Source: an optimization exercise on an open RTL-to-GDS flow (aim: small area and a short achievable clock period). Production flows keep margins and buffers that such runs may drop.
In this exercise RTL edits were held to simulation tests only and were not proved equivalent to the original.
Power and IR drop assume default switching activity.

Design alu16_top, start of the top module:
module alu16_top(clk, valA, valB, aluop, sub, lr, cc, result);
Size in the first run: ~59 I/O pins.
clock: 4.7 ns
lec_check: 0
abc_area: 1
cap_margin: 0
core_margin: 2
core_utilization: 40
cts_buf_list: sky130_fd_sc_hd__clkbuf_8
setup_slack_margin: 2.4
slew_margin: 0
standard.sh (not shown) runs the stock make flow with config.mk's settings and CLKGATE_MAP_FILE= SYNTH_SCRIPT=/design/flow/synth_recipe.tcl, a recipe that flattens the netlist after the stock synthesis.
==> flow/flow/run.sh <==
#!/bin/bash
# The standard layout, with the port buffers made from the small
# sky130_fd_sc_hd__buf_1 instead of the cell buffer_ports picks by default.
set -euo pipefail
bash standard.sh BUFFER_PORTS_ARGS="-buffer_cell sky130_fd_sc_hd__buf_1" finish > standard.log 2>&1
Change:
- CAP_MARGIN: 0 -> 20
- SETUP_SLACK_MARGIN: 2.4 -> 2.2
- SLEW_MARGIN: 0 -> 20
Outcome: Setup slack got worse by 0.24 ns; combinational power came out lower by 6.6%; cell area came out lower by 5.6%; count of clock-buffer cells in the layout stays the same; via count came out lower by 2.3%.
Change:
- SETUP_SLACK_MARGIN: 2.2 -> 2.7
What happened: The changed run ran to the end with no violations. Hold slack is better by 0.066 ns. Sequential power hardly moves. Clock power hardly moves. Setup slack is better by 0.31 ns. Final cell count increases by a few percent. Count of clock-buffer cells in the layout does not change. Combinational power increases by well over a third. Via count increases by roughly a tenth. Routed wire length increases by about a fifth. Area after synthesis is unchanged.
Change:
- CTS_BUF_LIST: sky130_fd_sc_hd__clkbuf_8 -> sky130_fd_sc_hd__clkbuf_4
- PLACE_DENSITY: unset -> 0.75
- SETUP_SLACK_MARGIN: 2.7 -> 2.4
The new run finished with timing, DRC and antenna clean.
Maximum frequency came out lower by 5.9%.
Setup slack is worse by 0.13 ns.
Via count came out lower by 7.1%.
Clock-buffer cell count stays the same.
Worst hold slack is worse by 0.12 ns.
Sequential cell count is unchanged.
Non-clock buffer count came out lower by 42.
Die area is unchanged.
First-iteration DRC count came out lower by 10%.
Change:
- CTS_BUF_LIST: sky130_fd_sc_hd__clkbuf_4 -> sky130_fd_sc_hd__clkbuf_8
- PLACE_DENSITY: 0.75 -> unset
- SETUP_SLACK_MARGIN: 2.4 -> 2.5
Critical path depth rose by 3.
Die area does not change.
Routed wire length rose by a few percent.
Non-clock buffer count rose by 17.
Sequential share of layout area fell by 1.4 points.
Synthesized area stays the same.
Total power rose by roughly a tenth.
Combinational power rose by roughly a tenth.
Worst setup slack gains 0.089 ns.
Cell area rose by a little under a tenth.
Utilization rose by 4.0 points.

* * *

Setup of the baseline:
The RTL this note starts from:
==> flow/design.v <==
module alu16_top(clk, valA, valB, aluop, sub, lr, cc, result);
	input clk;
	input [15:0] valA, valB;
	input [3:0] aluop;
	input sub, lr;
	output reg [3:0] cc;
	output reg [15:0] result;
	reg [15:0] a_q, b_q;
	reg [3:0] op_q;
	reg sub_q, lr_q;
	wire [3:0] cc_w;
	wire [15:0] result_w;
	ALU alu(.valA(a_q), .valB(b_q), .aluop(op_q), .sub(sub_q), .lr(lr_q), .cc(cc_w), .result(result_w));
	always @(posedge clk) begin
		a_q <= valA;
		b_q <= valB;
		op_q <= aluop;
		sub_q <= sub;
		lr_q <= lr;
		cc <= cc_w;
		result <= result_w;
	end
endmodule

module ALU(valA, valB, aluop, sub, lr, cc, result);
	input [15:0] valA;
	input [15:0] valB;
	input [3:0] aluop;
	input sub;
	input lr;
	output [3:0] cc;
	output [15:0] result;
	wire [15:0] a = valA;
	wire [15:0] b = valB;
	wire [3:0] s = valB[3:0];
	wire op_add = ~aluop[3] & ~aluop[2] & ~aluop[1] & ~aluop[0];
	wire op_sh  = ~aluop[3] & ~aluop[2] & (aluop[1] | aluop[0]);
	wire op_rot = ~aluop[3] & ~aluop[2] & aluop[1] & aluop[0];
	wire op_lg  = ~aluop[3] & aluop[2];
	genvar i;
	wire [15:0] ax = a ^ {16{sub}};
	wire [15:0] g0 = b & ax;
	wire [15:0] t0 = b | ax;
	wire [15:0] g1, t1, g2, t2, g3, t3, g4;
	generate
		for (i = 0; i < 16; i = i + 1) begin : g_l1
			if (i % 2 == 1) begin
				assign g1[i] = g0[i] | (t0[i] & g0[i-1]);
				assign t1[i] = t0[i] & t0[i-1];
			end else begin
				assign g1[i] = g0[i];
				assign t1[i] = t0[i];
			end
		end
		for (i = 0; i < 16; i = i + 1) begin : g_l2
			if ((i / 2) % 2 == 1) begin
				assign g2[i] = g1[i] | (t1[i] & g1[(i / 2) * 2 - 1]);
				assign t2[i] = t1[i] & t1[(i / 2) * 2 - 1];
			end else begin
				assign g2[i] = g1[i];
				assign t2[i] = t1[i];
			end
		end
		for (i = 0; i < 16; i = i + 1) begin : g_l3
			if ((i / 4) % 2 == 1) begin
				assign g3[i] = g2[i] | (t2[i] & g2[(i / 4) * 4 - 1]);
				assign t3[i] = t2[i] & t2[(i / 4) * 4 - 1];
			end else begin
				assign g3[i] = g2[i];
				assign t3[i] = t2[i];
			end
		end
		for (i = 0; i < 16; i = i + 1) begin : g_l4
			if (i >= 8)
				assign g4[i] = g3[i] | (t3[i] & g3[7]);
			else
				assign g4[i] = g3[i];
		end
	endgenerate
	wire [16:0] k = {g4, 1'b0};
	wire [15:0] hx = a ^ b;
	wire [15:0] sum = hx ^ k[15:0];
	wire co = k[16] ^ sub;
	wire l_and = op_lg & ~aluop[1];
	wire l_hx  = op_lg & aluop[0];
	wire l_not = op_lg & aluop[1] & ~aluop[0];
	wire [15:0] lg = ({16{l_and}} & a & b) | ({16{l_hx}} & hx) | ({16{l_not}} & ~a);
	wire [3:0] ra;
	assign ra[0] = s[0];
	assign ra[1] = s[1] ^ (lr & s[0]);
	assign ra[2] = s[2] ^ (lr & (s[0] | s[1]));
	assign ra[3] = s[3] ^ (lr & (s[0] | s[1] | s[2]));
	wire [15:0] x1 = ra[0] ? {a[0], a[15:1]} : a;
	wire [15:0] x2 = ra[1] ? {x1[1:0], x1[15:2]} : x1;
	wire [15:0] x3 = ra[2] ? {x2[3:0], x2[15:4]} : x2;
	wire [15:0] x4 = ra[3] ? {x3[7:0], x3[15:8]} : x3;
	wire [15:0] wr;
	generate
		for (i = 0; i < 16; i = i + 1) begin : g_wr
			assign wr[i] = lr ? (i < s) : (15 - i < s);
		end
	endgenerate
	wire [15:0] keep = {16{op_sh}} & ~(wr & {16{~op_rot}});
	wire fill = op_sh & ~lr & ~aluop[1] & a[15];
	wire [15:0] fl = wr & {16{fill}};
	wire [15:0] sh = (x4 & keep) | fl;
	wire [15:0] nadd = sh | lg;
	assign result = ({16{op_add}} & sum) | nadd;
	wire Z = ~|result;
	wire N = result[15];
	wire C = op_add & co;
	wire [15:0] cg = a & ~sh;
	wire [15:0] ct = a | ~sh;
	wire [7:0] c1g, c1t;
	wire [3:0] c2g, c2t;
	wire [1:0] c3g, c3t;
	generate
		for (i = 0; i < 8; i = i + 1) begin : g_c1
			assign c1g[i] = cg[2*i+1] | (ct[2*i+1] & cg[2*i]);
			assign c1t[i] = ct[2*i+1] & ct[2*i];
		end
		for (i = 0; i < 4; i = i + 1) begin : g_c2
			assign c2g[i] = c1g[2*i+1] | (c1t[2*i+1] & c1g[2*i]);
			assign c2t[i] = c1t[2*i+1] & c1t[2*i];
		end
		for (i = 0; i < 2; i = i + 1) begin : g_c3
			assign c3g[i] = c2g[2*i+1] | (c2t[2*i+1] & c2g[2*i]);
			assign c3t[i] = c2t[2*i+1] & c2t[2*i];
		end
	endgenerate
	wire gt = c3g[1] | (c3t[1] & c3g[0]);
	wire V = op_sh & lr & gt;
	assign cc = {N, Z, C, V};
endmodule
==> flow/config.mk <==
export PLATFORM = sky130hd
export DESIGN_NAME = alu16_top
export DESIGN_NICKNAME = alu16_top
export VERILOG_FILES = /design/flow/design.v
export SDC_FILE = /design/flow/constraint.sdc
export NUM_CORES = 4
export LEC_CHECK = 0
export ABC_AREA = 1
export CAP_MARGIN = 20
export CORE_MARGIN = 2
export CORE_UTILIZATION = 40
export CTS_BUF_LIST = sky130_fd_sc_hd__clkbuf_8
export PLACE_DENSITY = 0.75
export SETUP_SLACK_MARGIN = 2.5
export SLEW_MARGIN = 20
==> flow/constraint.sdc <==
create_clock -name core_clock -period 4.7 [get_ports {clk}]
set_input_delay 0.9400 -clock core_clock [delete_from_list [all_inputs] [get_ports {clk}]]
set_output_delay 0.9400 -clock core_clock [all_outputs]
set_load 0.01 [all_outputs]
Scripts as last shown in full above: flow/flow/run.sh
## Diff of input files: the candidate against the baseline
diff --git a/flow/config.mk b/flow/config.mk
--- a/flow/config.mk
+++ b/flow/config.mk
@@ -14 +14 @@
-export SETUP_SLACK_MARGIN = 2.5
+export SETUP_SLACK_MARGIN = 2.4
[summary]
The candidate went all the way through the flow, and no timing, DRC or antenna check failed. Against the baseline, via count in the candidate came out better. In the candidate the number of cells on the critical path turned out 1 lower than in the baseline. NOTE: total internal power in the candidate falls short of that of the baseline. Count of hold-fix buffers inserted at cts: the baseline vs the candidate identical.

* * *

Setup of job 1869:
RTL: the design.v shown in full above, as it stands there.
export LEC_CHECK = 0
export ABC_AREA = 1
export CAP_MARGIN = 20
export CORE_MARGIN = 2
export CORE_UTILIZATION = 40
export CTS_BUF_LIST = sky130_fd_sc_hd__clkbuf_8
export GPL_ROUTABILITY_DRIVEN = 0
export PLACE_DENSITY = 0.75
export SETUP_SLACK_MARGIN = 2.4
export SLEW_MARGIN = 20
create_clock -name core_clock -period 4.7 [get_ports {clk}]
Scripts as last shown in full above: flow/flow/run.sh
Per the final summary, job 1869 finished and its layout is clean on timing, DRC and antenna.
Input-level comparison between job 8218 and job 1869:
- a change of SETUP_SLACK_MARGIN from 2.4 to 2.2
- a deleted GPL_ROUTABILITY_DRIVEN that had been 0
==> comparison <==
Re worst hold slack: job 1869 was higher than job 8218.
Job 8218 ended up with sky130_fd_sc_hd__dfxtp_2 as its slowest cell on the critical path; job 1869 ended up with sky130_fd_sc_hd__dfxtp_1.
Diff job 1869 -> job 8218: multi-input gate share of the layout cell area went down, number of gates on the worst path with buffers counted went up, met2 wire length went down, clock-cell share of area went up, final non-filler cell total went down.
Relative to job 1869, the data-path buffer share of cell area in the final layout of job 8218 is lower by 2.9 points.
Re number of clock buffers in the layout: job 1869 and job 8218 aren't equal, and the lower value belongs to job 1869.
In the reports for job 1869 and job 8218, the smaller flip-flop and latch share of the layout cell area belongs to job 1869.
> inputs changed (job 8218 -> job 9603)
- a change of SETUP_SLACK_MARGIN from 2.2 to 2.4
- a change of PLACE_DENSITY from 0.75 to 0.9
Results
Row clock-net power: job 9603 lower / job 8218 higher
From job 8218 to job 9603 the numbers moved as follows: total power draw rose about 5.4%, cell area shows an increase of 9.1%, required time at the endpoint of the critical path barely changed, routed wire length rose about 16%.
Job 9603: all stages complete, timing, DRC and antenna checks passed
Every stage of the flow completed for job 8218, and the final layout passed the timing, design-rule and antenna checks.
Combinational share of power: lower on job 8218
Re synthesis-to-layout area growth: job 9603 is 10 points up on job 8218.
Non-filler instance count after layout, job 8218 and job 9603, higher one = job 9603.
Edits applied to the flow inputs when going from job 9603 to job 4293:
- changing SETUP_SLACK_MARGIN from 2.4 to 2.3
- changing PLACE_DENSITY from 0.9 to 0.75
--- outcome ---
NOTE weighted congestion at the end of routability-driven global placement job 9603->job 4293 decreased slightly. Job 4293: number of gates given a new drive strength after cts is 12 lower than what job 9603 reported. Average wire per cell in the routed design came out lower on job 4293 than on job 9603. Final critical-path required period: job 4293 vs job 9603 down 0.050 ns.

* * *

alu16_top, a different RTL version from the one above (not shown whole).
Size: about 57 flip-flops, ~59 I/O pins, roughly 0.0057 mm² of cells after synthesis.
Settings: LEC_CHECK=0, ABC_AREA=1, CAP_MARGIN=20, CORE_MARGIN=2, CORE_UTILIZATION=40, SLEW_MARGIN=20; clock period 4.7 ns.
run.sh (not shown) runs the stock make flow with config.mk's settings and CLKGATE_MAP_FILE= SYNTH_SCRIPT=/design/flow/synth_recipe.tcl, a recipe that flattens the netlist after the stock synthesis.
Stock flow here: none of the scripts above is used.
Next try:
ABC_AREA = unset   (was 1)
Effect: Die area rose by a few percent. Cell area came out higher by a few percent. Clock-buffer cell count is higher by 1. Critical path depth goes up by 2. Final cell count went down by about a fifth. Maximum frequency falls by about a fifth. Wire length shrinks by a few percent. Register-to-register slack is worse by 0.81 ns. Total power goes up by a few percent. Clock power climbs by a few percent.

* * *

alu16_top, a different RTL version from the one above (not shown whole).
Size in the first run: ~57 flip-flops, about 59 I/O pins, roughly 5200 sq um of cells after synthesis.
==> flow/design.v (excerpt) <==
module alu16_top(clk, valA, valB, aluop, sub, lr, cc, result);
	input clk;
	input [15:0] valA, valB;
	input [3:0] aluop;
	input sub, lr;
	output reg [3:0] cc;
	output reg [15:0] result;
	reg [15:0] a_q, b_q;
	reg [3:0] op_q;
	reg sub_q, lr_q;
	wire [3:0] cc_w;
	wire [15:0] result_w;
	ALU alu(.valA(a_q), .valB(b_q), .aluop(op_q), .sub(sub_q), .lr(lr_q), .cc(cc_w), .result(result_w));
	always @(posedge clk) begin
		a_q <= valA;
		b_q <= valB;
		op_q <= aluop;
		sub_q <= sub;
		lr_q <= lr;
		cc <= cc_w;
		result <= result_w;
	end
endmodule
Settings: LEC_CHECK=0, ABC_AREA=1, CAP_MARGIN=20, CORE_MARGIN=2, CORE_UTILIZATION=40, SETUP_SLACK_MARGIN=2.5, SLEW_MARGIN=20; clock period 4.7 ns.
Edit:
- SETUP_SLACK_MARGIN: 2.5 -> 2.2
- core utilization goes down by 7.4 points
- setup slack degrades by 0.27 ns
- final cell count fell by a few percent
- clock power hardly moves
- synthesized area is unchanged
- cell area went down by roughly a tenth
- clock-buffer cell count does not change
- global-route usage is lower by 0.37 points
- hold slack barely changes

* * *

## build 49
alu16_top, a different RTL version from the one above (not shown whole).
Size in the first run: ~860 cells after synthesis, roughly 57 flip-flops, roughly 5000 µm² of cells after synthesis.
## alu16_top
module alu16_top(clk, valA, valB, aluop, sub, lr, cc, result);
clock: 4.7 ns
lec_check: 0
abc_area: 1
cap_margin: 20
core_margin: 2
core_utilization: 40
setup_slack_margin: 2.2
slew_margin: 20
standard.sh (not shown) runs the stock make flow with config.mk's settings and CLKGATE_MAP_FILE= SYNTH_SCRIPT=/design/flow/synth_recipe.tcl, a recipe that flattens the netlist after the stock synthesis.
Scripts as last shown in full above: flow/flow/run.sh
Build 49: flow completed, timing, DRC and antenna clean
Modified inputs, build 39 compared to build 49
- a change of CORE_UTILIZATION from 40 to 55
- an added CTS_CLUSTER_DIAMETER of 200
- an added CTS_CLUSTER_SIZE of 30
- an added CTS_BUF_LIST of sky130_fd_sc_hd__clkbuf_8
==> flow/run.sh (new file) <==
#!/bin/bash
# synth_recipe.tcl (not shown) runs the flow's synth.tcl, then flattens the netlist and writes it again
# the make line also repeats each setting of config.mk as NAME=value (left out here)
make -C /OpenROAD-flow-scripts/flow DESIGN_CONFIG=/design/flow/config.mk WORK_HOME=/design/flow/orfs CLKGATE_MAP_FILE= SYNTH_SCRIPT=/design/flow/synth_recipe.tcl finish
removed: flow/flow/run.sh
removed: flow/standard.sh
[summary]
Build 39: done, clean on timing, DRC and antenna
Build 49: done, clean on timing, DRC and antenna
Per the comparison of build 39 with build 49, net total in the final layout moved down; wire length of the first global-routing pass moved up; detail-routed via count per cell moved up; post-layout utilization of the core moved up.
From build 49 to build 39 the numbers moved as follows: detailed-routing iteration count for the pre-antenna-repair pass increased 6, number of flip-flops and latches held steady, fmax shows a reduction of 1.8 MHz.
In build 39 the final period utilization turned out 0.24 points higher than in build 49.
Comparing build 39 and build 49, non-clock buffer count is higher on build 49.
Cell area after layout (lower): build 39
Total power of build 39 is lower than that of build 49.
[inputs] build 36 vs build 39
- removing CTS_BUF_LIST (formerly sky130_fd_sc_hd__clkbuf_8)
- changing CTS_CLUSTER_DIAMETER from 200 to 300
- changing CORE_UTILIZATION from 55 to 40
- changing CTS_CLUSTER_SIZE from 30 to 60
## What came out
Comparing build 36 and build 39, part of the power in combinational logic is lower on build 36. Build 36 ended up with cc[2] as its timing endpoint of the critical path; build 39 ended up with cc[0]. The higher signal arrival time at the worst endpoint came out of build 39. In the reports for build 36 and build 39, the smaller worst hold slack across all endpoints belongs to build 36. Post-route worst setup slack in build 36 vs build 39: up 87 ps. Diff build 39 -> build 36: met3 usage in global routing grew by 0.94 points, post-CTS setup-driven buffer insertion count climbed 8, sum of internal, switching and leakage power increased about 12%, relative contribution of the clock network to total power increased by 9.1 points relative to the old numbers. Build 39 ended with every stage complete and zero timing, DRC or antenna violations. Build 36: done, clean on timing, DRC and antenna. Comparing build 39 against build 36, there is no change at all in count of hold-fix buffers inserted at cts.

## port drivers added, routing unchanged
The results above use ideal ports. As a check the final layouts listed here were re-extracted and re-timed, cells and wires unchanged. Step 1: set_driving_cell puts a clkbuf_16 on clk and a buf_2 on each other input, an assumption about the parent block. Step 2 also shifts input and output timing later by t, the mid clock arrival at the registers, as if the neighbouring blocks saw the same clock. a / b / c = ideal / step 1 / step 2; a / b = the first two.
| run | t (ns) | setup slack, ns | latest minus earliest clock arrival (ns) |
|---|---|---|---|
| the first run of note 1 | 0.382 | 2.535 / 2.535 / 2.535 | 0.009 / 0.010 |
| the second run of note 1 | 0.380 | 2.296 / 2.296 / 2.296 | 0.008 / 0.008 |
| the third run of note 1 | 0.379 | 2.602 / 2.602 / 2.602 | 0.008 / 0.007 |
| the fourth run of note 1 | 0.491 | 2.470 / 2.470 / 2.470 | 0.026 / 0.026 |
| the fifth run of note 1 | 0.383 | 2.559 / 2.559 / 2.559 | 0.008 / 0.008 |
| the baseline | 0.390 | 2.456 / 2.456 / 2.456 | 0.009 / 0.009 |
| the candidate | 0.393 | 2.469 / 2.469 / 2.469 | 0.010 / 0.011 |
| job 1869 | 0.392 | 2.474 / 2.474 / 2.474 | 0.011 / 0.011 |
| job 8218 | 0.393 | 2.384 / 2.384 / 2.384 | 0.010 / 0.010 |
| job 9603 | 0.395 | 2.402 / 2.402 / 2.402 | 0.008 / 0.008 |
| job 4293 | 0.394 | 2.452 / 2.452 / 2.452 | 0.009 / 0.010 |
| the first run of note 4 | 0.363 | 1.314 / 1.314 / 1.314 | 0.008 / 0.008 |
| the second run of note 4 | 0.383 | 0.509 / 0.509 / 0.509 | 0.013 / 0.013 |
| the first run of note 5 | 0.370 | 2.496 / 2.482 / 2.496 | 0.008 / 0.008 |
| the second run of note 5 | 0.371 | 2.222 / 2.222 / 2.222 | 0.007 / 0.008 |
| build 49 | 0.384 | 2.239 / 2.239 / 2.239 | 0.006 / 0.006 |
| build 39 | 0.378 | 2.228 / 2.228 / 2.228 | 0.012 / 0.011 |
| build 36 | 0.380 | 2.315 / 2.315 / 2.315 | 0.010 / 0.010 |
After both steps setup and hold are still met in every run listed.
